From an optimization exercise on the open Yosys and OpenROAD flow, aimed at small area; shortcuts taken in it are not production practice.
The RTL was checked by simulation tests, not by an equivalence proof against the original design.
No activity file was given, so power comes from the tool's default toggle rates.

==> flow/design.v (excerpt) <==
module usb2_ulpi (
input	wire			reset_n,
output	wire			reset_local,
input	wire			opt_disable_all,
input	wire			opt_enable_hs,
input	wire			opt_ignore_vbus,
output	wire			stat_connected,
output	wire			stat_fs,
output	reg				stat_hs,
input	wire			phy_clk,
input	wire	[7:0]	phy_d_in,
output	wire	[7:0]	phy_d_out_mux,
output	wire			phy_d_oe,
input	wire			phy_dir,
output	wire			phy_stp,
input	wire			phy_nxt,
output	wire			pkt_out_act,
output	wire	[7:0]	pkt_out_byte,
output	wire			pkt_out_latch,
output	wire			pkt_in_cts,
output	wire			pkt_in_nxt,
input	wire	[7:0]	pkt_in_byte,
input	wire			pkt_in_latch,
input	wire			pkt_in_stp,
output	wire			se0_reset,
output	wire	[1:0]	dbg_linestate
);
For scale: ~300 cells after synthesis, about 54 I/O pins.
==> flow/config.mk <==
export PLATFORM = sky130hd
export DESIGN_NAME = usb2_ulpi
export DESIGN_NICKNAME = usb2_ulpi
export VERILOG_FILES = /design/flow/design.v
export SDC_FILE = /design/flow/constraint.sdc
export NUM_CORES = 4
export LEC_CHECK = 0
export CAP_MARGIN = 20
export CORE_MARGIN = 2
export CORE_UTILIZATION = 40
export PLACE_DENSITY = 0.6
export SLEW_MARGIN = 20
==> flow/constraint.sdc <==
create_clock -name core_clock -period 10.0 [get_ports {phy_clk}]
set_input_delay 2.0000 -clock core_clock [delete_from_list [all_inputs] [get_ports {phy_clk}]]
set_output_delay 2.0000 -clock core_clock [all_outputs]
set_load 0.01 [all_outputs]
standard.sh (not shown) runs the stock make flow with config.mk's settings and CLKGATE_MAP_FILE= SYNTH_SCRIPT=/design/flow/synth_recipe.tcl, a recipe that flattens the netlist after the stock synthesis.
==> flow/flow/run.sh <==
#!/bin/bash
# Own layout flow:
#  1. the standard synthesis, unchanged (standard.sh synth).
#  2. The combinational logic of that netlist is re-mapped by ABC with an
#     area-oriented script (flow/reabc.abc); the flip-flops are kept as
#     black boxes, so every register keeps its name and cell type.
#  3. The rest of the standard ORFS flow (standard.sh finish), with port
#     buffers of the smallest buffer cell (buf_1) and no CTS dummy loads.
# Each tool's output goes to a log file of its own in this folder.
set -euo pipefail
W=$(pwd)
R=$W/orfs/results/$FLOW_PLATFORM/usb2_ulpi/base
LIB=$FLOW_HOME/platforms/$FLOW_PLATFORM/lib/sky130_fd_sc_hd__tt_025C_1v80.lib
YOSYS=$FLOW_HOME/../tools/install/yosys/bin/yosys
[[ -x $YOSYS ]] || YOSYS=yosys
DONT_USE="sky130_fd_sc_hd__lpflow_bleeder_1 sky130_fd_sc_hd__lpflow_clkbufkapwr_1 sky130_fd_sc_hd__lpflow_clkbufkapwr_16 sky130_fd_sc_hd__lpflow_clkbufkapwr_2 sky130_fd_sc_hd__lpflow_clkbufkapwr_4 sky130_fd_sc_hd__lpflow_clkbufkapwr_8 sky130_fd_sc_hd__lpflow_clkinvkapwr_1 sky130_fd_sc_hd__lpflow_clkinvkapwr_16 sky130_fd_sc_hd__lpflow_clkinvkapwr_2 sky130_fd_sc_hd__lpflow_clkinvkapwr_4 sky130_fd_sc_hd__lpflow_clkinvkapwr_8 sky130_fd_sc_hd__lpflow_decapkapwr_12 sky130_fd_sc_hd__lpflow_decapkapwr_3 sky130_fd_sc_hd__lpflow_decapkapwr_4 sky130_fd_sc_hd__lpflow_decapkapwr_6 sky130_fd_sc_hd__lpflow_decapkapwr_8 sky130_fd_sc_hd__lpflow_inputiso0n_1 sky130_fd_sc_hd__lpflow_inputiso0p_1 sky130_fd_sc_hd__lpflow_inputiso1n_1 sky130_fd_sc_hd__lpflow_inputiso1p_1 sky130_fd_sc_hd__lpflow_inputisolatch_1 sky130_fd_sc_hd__lpflow_isobufsrc_1 sky130_fd_sc_hd__lpflow_isobufsrc_16 sky130_fd_sc_hd__lpflow_isobufsrc_2 sky130_fd_sc_hd__lpflow_isobufsrc_4 sky130_fd_sc_hd__lpflow_isobufsrc_8 sky130_fd_sc_hd__lpflow_isobufsrckapwr_16 sky130_fd_sc_hd__lpflow_lsbuf_lh_hl_isowell_tap_1 sky130_fd_sc_hd__lpflow_lsbuf_lh_hl_isowell_tap_2 sky130_fd_sc_hd__lpflow_lsbuf_lh_hl_isowell_tap_4 sky130_fd_sc_hd__lpflow_lsbuf_lh_isowell_4 sky130_fd_sc_hd__lpflow_lsbuf_lh_isowell_tap_1 sky130_fd_sc_hd__lpflow_lsbuf_lh_isowell_tap_2 sky130_fd_sc_hd__lpflow_lsbuf_lh_isowell_tap_4 sky130_fd_sc_hd__probe_p_8 sky130_fd_sc_hd__probec_p_8 "
DU_ARGS=""
for c in $DONT_USE; do DU_ARGS="$DU_ARGS -dont_use $c"; done

bash standard.sh synth > standard_synth.log 2>&1
cp $R/1_2_yosys.v $W/1_2_yosys_standard.v

$YOSYS -p "read_liberty -ignore_miss_func $LIB; read_verilog $W/1_2_yosys_standard.v; hierarchy -top $FLOW_TOP; blackbox sky130_fd_sc_hd__*df* sky130_fd_sc_hd__*dl* sky130_fd_sc_hd__*sdf*; flatten; opt -purge; abc -liberty $LIB $DU_ARGS -script $W/flow/reabc.abc; hilomap -singleton -hicell sky130_fd_sc_hd__conb_1 HI -locell sky130_fd_sc_hd__conb_1 LO; opt_clean -purge; stat -liberty $LIB; write_verilog -noattr $W/1_2_yosys_reabc.v" > reabc_yosys.log 2>&1
cp $W/1_2_yosys_reabc.v $R/1_2_yosys.v
touch $R/1_2_yosys.v

bash standard.sh \
  "BUFFER_PORTS_ARGS=-buffer_cell sky130_fd_sc_hd__buf_1" \
  "CTS_ARGS=-sink_clustering_enable -repair_clock_nets -dont_use_dummy_load" \
  finish > standard_finish.log 2>&1
==> flow/flow/reabc.abc <==
strash
&get -n
&deepsyn -T 90
&put
dch
amap
topo
The baseline passed the timing, design-rule and antenna checks.
Change:
--- a/flow/flow/run.sh
+++ b/flow/flow/run.sh
@@ -2,7 +2,9 @@
 # Own layout flow:
 #  1. the standard synthesis, unchanged (standard.sh synth).
-#  2. The combinational logic of that netlist is re-mapped by ABC with an
-#     area-oriented script (flow/reabc.abc); the flip-flops are kept as
-#     black boxes, so every register keeps its name and cell type.
+#  2. The combinational logic of that netlist is re-synthesized by ABC for
+#     area (flow/reabc.abc: &deepsyn, then dch + amap), from NRUNS random
+#     seeds in parallel; the smallest result is kept. The flip-flops are
+#     black boxes during this step, so every register keeps its name and
+#     cell type.
 #  3. The rest of the standard ORFS flow (standard.sh finish), with port
 #     buffers of the smallest buffer cell (buf_1) and no CTS dummy loads.
@@ -17,11 +19,26 @@
 DU_ARGS=""
 for c in $DONT_USE; do DU_ARGS="$DU_ARGS -dont_use $c"; done
+NRUNS=4
+DEEPSYN_T=120
 
 bash standard.sh synth > standard_synth.log 2>&1
 cp $R/1_2_yosys.v $W/1_2_yosys_standard.v
 
-$YOSYS -p "read_liberty -ignore_miss_func $LIB; read_verilog $W/1_2_yosys_standard.v; hierarchy -top $FLOW_TOP; blackbox sky130_fd_sc_hd__*df* sky130_fd_sc_hd__*dl* sky130_fd_sc_hd__*sdf*; flatten; opt -purge; abc -liberty $LIB $DU_ARGS -script $W/flow/reabc.abc; hilomap -singleton -hicell sky130_fd_sc_hd__conb_1 HI -locell sky130_fd_sc_hd__conb_1 LO; opt_clean -purge; stat -liberty $LIB; write_verilog -noattr $W/1_2_yosys_reabc.v" > reabc_yosys.log 2>&1
-cp $W/1_2_yosys_reabc.v $R/1_2_yosys.v
-touch $R/1_2_yosys.v
+for s in $(seq 1 $NRUNS); do
+  sed -e "s/@SEED@/$s/" -e "s/@T@/$DEEPSYN_T/" $W/flow/reabc.abc > $W/reabc_$s.abc
+  $YOSYS -p "read_liberty -ignore_miss_func $LIB; read_verilog $W/1_2_yosys_standard.v; hierarchy -top $FLOW_TOP; blackbox sky130_fd_sc_hd__*df* sky130_fd_sc_hd__*dl* sky130_fd_sc_hd__*sdf*; flatten; opt -purge; abc -liberty $LIB $DU_ARGS -script $W/reabc_$s.abc; hilomap -singleton -hicell sky130_fd_sc_hd__conb_1 HI -locell sky130_fd_sc_hd__conb_1 LO; opt_clean -purge; tee -o $W/reabc_stat_$s.txt stat -liberty $LIB; write_verilog -noattr $W/1_2_yosys_reabc_$s.v" > reabc_yosys_$s.log 2>&1 &
+done
+wait
+best=""; best_a=""
+for s in $(seq 1 $NRUNS); do
+  a=$(awk '/Chip area/ {print $NF}' $W/reabc_stat_$s.txt 2>/dev/null || true)
+  [[ -n "$a" && -s $W/1_2_yosys_reabc_$s.v ]] || continue
+  if [[ -z "$best_a" ]] || awk -v a=$a -v b=$best_a 'BEGIN{exit !(a<b)}'; then best=$s; best_a=$a; fi
+done
+echo "reabc: seed $best, area $best_a" > reabc_choice.log
+if [[ -n "$best" ]]; then
+  cp $W/1_2_yosys_reabc_$best.v $R/1_2_yosys.v
+  touch $R/1_2_yosys.v
+fi
 
 bash standard.sh \
==> flow/flow/reabc.abc (replaced) <==
strash
&get -n
&deepsyn -S @SEED@ -T @T@
&put
dch
amap
topo
What happened: Setup slack loses 0.14 ns. Cell area goes down by 0.42%. Hold slack is about the same. Via count goes down by about 2%. Total power goes up by 5.4%. Critical path depth stays the same. Maximum frequency goes down by 2.7%. Non-clock buffer count is unchanged.
Change:
--- a/flow/flow/run.sh
+++ b/flow/flow/run.sh
@@ -2,9 +2,7 @@
 # Own layout flow:
 #  1. the standard synthesis, unchanged (standard.sh synth).
-#  2. The combinational logic of that netlist is re-synthesized by ABC for
-#     area (flow/reabc.abc: &deepsyn, then dch + amap), from NRUNS random
-#     seeds in parallel; the smallest result is kept. The flip-flops are
-#     black boxes during this step, so every register keeps its name and
-#     cell type.
+#  2. The combinational logic of that netlist is re-mapped by ABC with an
+#     area-oriented script (flow/reabc.abc); the flip-flops are kept as
+#     black boxes, so every register keeps its name and cell type.
 #  3. The rest of the standard ORFS flow (standard.sh finish), with port
 #     buffers of the smallest buffer cell (buf_1) and no CTS dummy loads.
@@ -19,26 +17,11 @@
 DU_ARGS=""
 for c in $DONT_USE; do DU_ARGS="$DU_ARGS -dont_use $c"; done
-NRUNS=4
-DEEPSYN_T=120
 
 bash standard.sh synth > standard_synth.log 2>&1
 cp $R/1_2_yosys.v $W/1_2_yosys_standard.v
 
-for s in $(seq 1 $NRUNS); do
-  sed -e "s/@SEED@/$s/" -e "s/@T@/$DEEPSYN_T/" $W/flow/reabc.abc > $W/reabc_$s.abc
-  $YOSYS -p "read_liberty -ignore_miss_func $LIB; read_verilog $W/1_2_yosys_standard.v; hierarchy -top $FLOW_TOP; blackbox sky130_fd_sc_hd__*df* sky130_fd_sc_hd__*dl* sky130_fd_sc_hd__*sdf*; flatten; opt -purge; abc -liberty $LIB $DU_ARGS -script $W/reabc_$s.abc; hilomap -singleton -hicell sky130_fd_sc_hd__conb_1 HI -locell sky130_fd_sc_hd__conb_1 LO; opt_clean -purge; tee -o $W/reabc_stat_$s.txt stat -liberty $LIB; write_verilog -noattr $W/1_2_yosys_reabc_$s.v" > reabc_yosys_$s.log 2>&1 &
-done
-wait
-best=""; best_a=""
-for s in $(seq 1 $NRUNS); do
-  a=$(awk '/Chip area/ {print $NF}' $W/reabc_stat_$s.txt 2>/dev/null || true)
-  [[ -n "$a" && -s $W/1_2_yosys_reabc_$s.v ]] || continue
-  if [[ -z "$best_a" ]] || awk -v a=$a -v b=$best_a 'BEGIN{exit !(a<b)}'; then best=$s; best_a=$a; fi
-done
-echo "reabc: seed $best, area $best_a" > reabc_choice.log
-if [[ -n "$best" ]]; then
-  cp $W/1_2_yosys_reabc_$best.v $R/1_2_yosys.v
-  touch $R/1_2_yosys.v
-fi
+$YOSYS -p "read_liberty -ignore_miss_func $LIB; read_verilog $W/1_2_yosys_standard.v; hierarchy -top $FLOW_TOP; blackbox sky130_fd_sc_hd__*df* sky130_fd_sc_hd__*dl* sky130_fd_sc_hd__*sdf*; flatten; opt -purge; abc -liberty $LIB $DU_ARGS -script $W/flow/reabc.abc; hilomap -singleton -hicell sky130_fd_sc_hd__conb_1 HI -locell sky130_fd_sc_hd__conb_1 LO; opt_clean -purge; stat -liberty $LIB; write_verilog -noattr $W/1_2_yosys_reabc.v" > reabc_yosys.log 2>&1
+cp $W/1_2_yosys_reabc.v $R/1_2_yosys.v
+touch $R/1_2_yosys.v
 
 bash standard.sh \
==> flow/flow/reabc.abc (replaced) <==
strash
&get -n
&deepsyn -T 20
&put
map -a
topo
- global-route usage drops by 0.30 points
- sequential share of layout area drops by 1.5 points
- wire length climbs by 3.7%
- critical path depth stays the same
- register-to-register slack gains 0.10 ns

-- static timing again, ports no longer ideal --
How much do the figures lean on ideal ports? The routed layouts below were timed once more, with nothing changed but the port constraints.
Step 1 assumes that a clkbuf_16 drives the clock port and a buf_2 every other input.
Step 2 times the ports against the registers' clock, not the clock port: input delays grow and output delays shrink by t, the midpoint of the rising clock arrivals with the driver on.
Three values: ideal, step 1, step 2; two values: the first two.
| run | t, ns | setup WS [ns] | clock arrival spread, ns | worst register clock-pin slew, ns | cell pins on the clock port's net |
|---|---|---|---|---|---|
| the first run | 0.325 | 4.843 / 4.820 / 4.820 | 0.016 / 0.016 | 0.09 / 0.09 | 1 |
| the second run | 0.320 | 4.699 / 4.674 / 4.674 | 0.008 / 0.008 | 0.08 / 0.08 | 1 |
| the third run | 0.327 | 4.829 / 4.808 / 4.808 | 0.019 / 0.019 | 0.09 / 0.09 | 1 |
After both steps setup and hold are still met in every run listed. For the second run, which loses most, drivers alone change the setup slack by -0.025 ns; drivers and shift together by -0.025 ns.
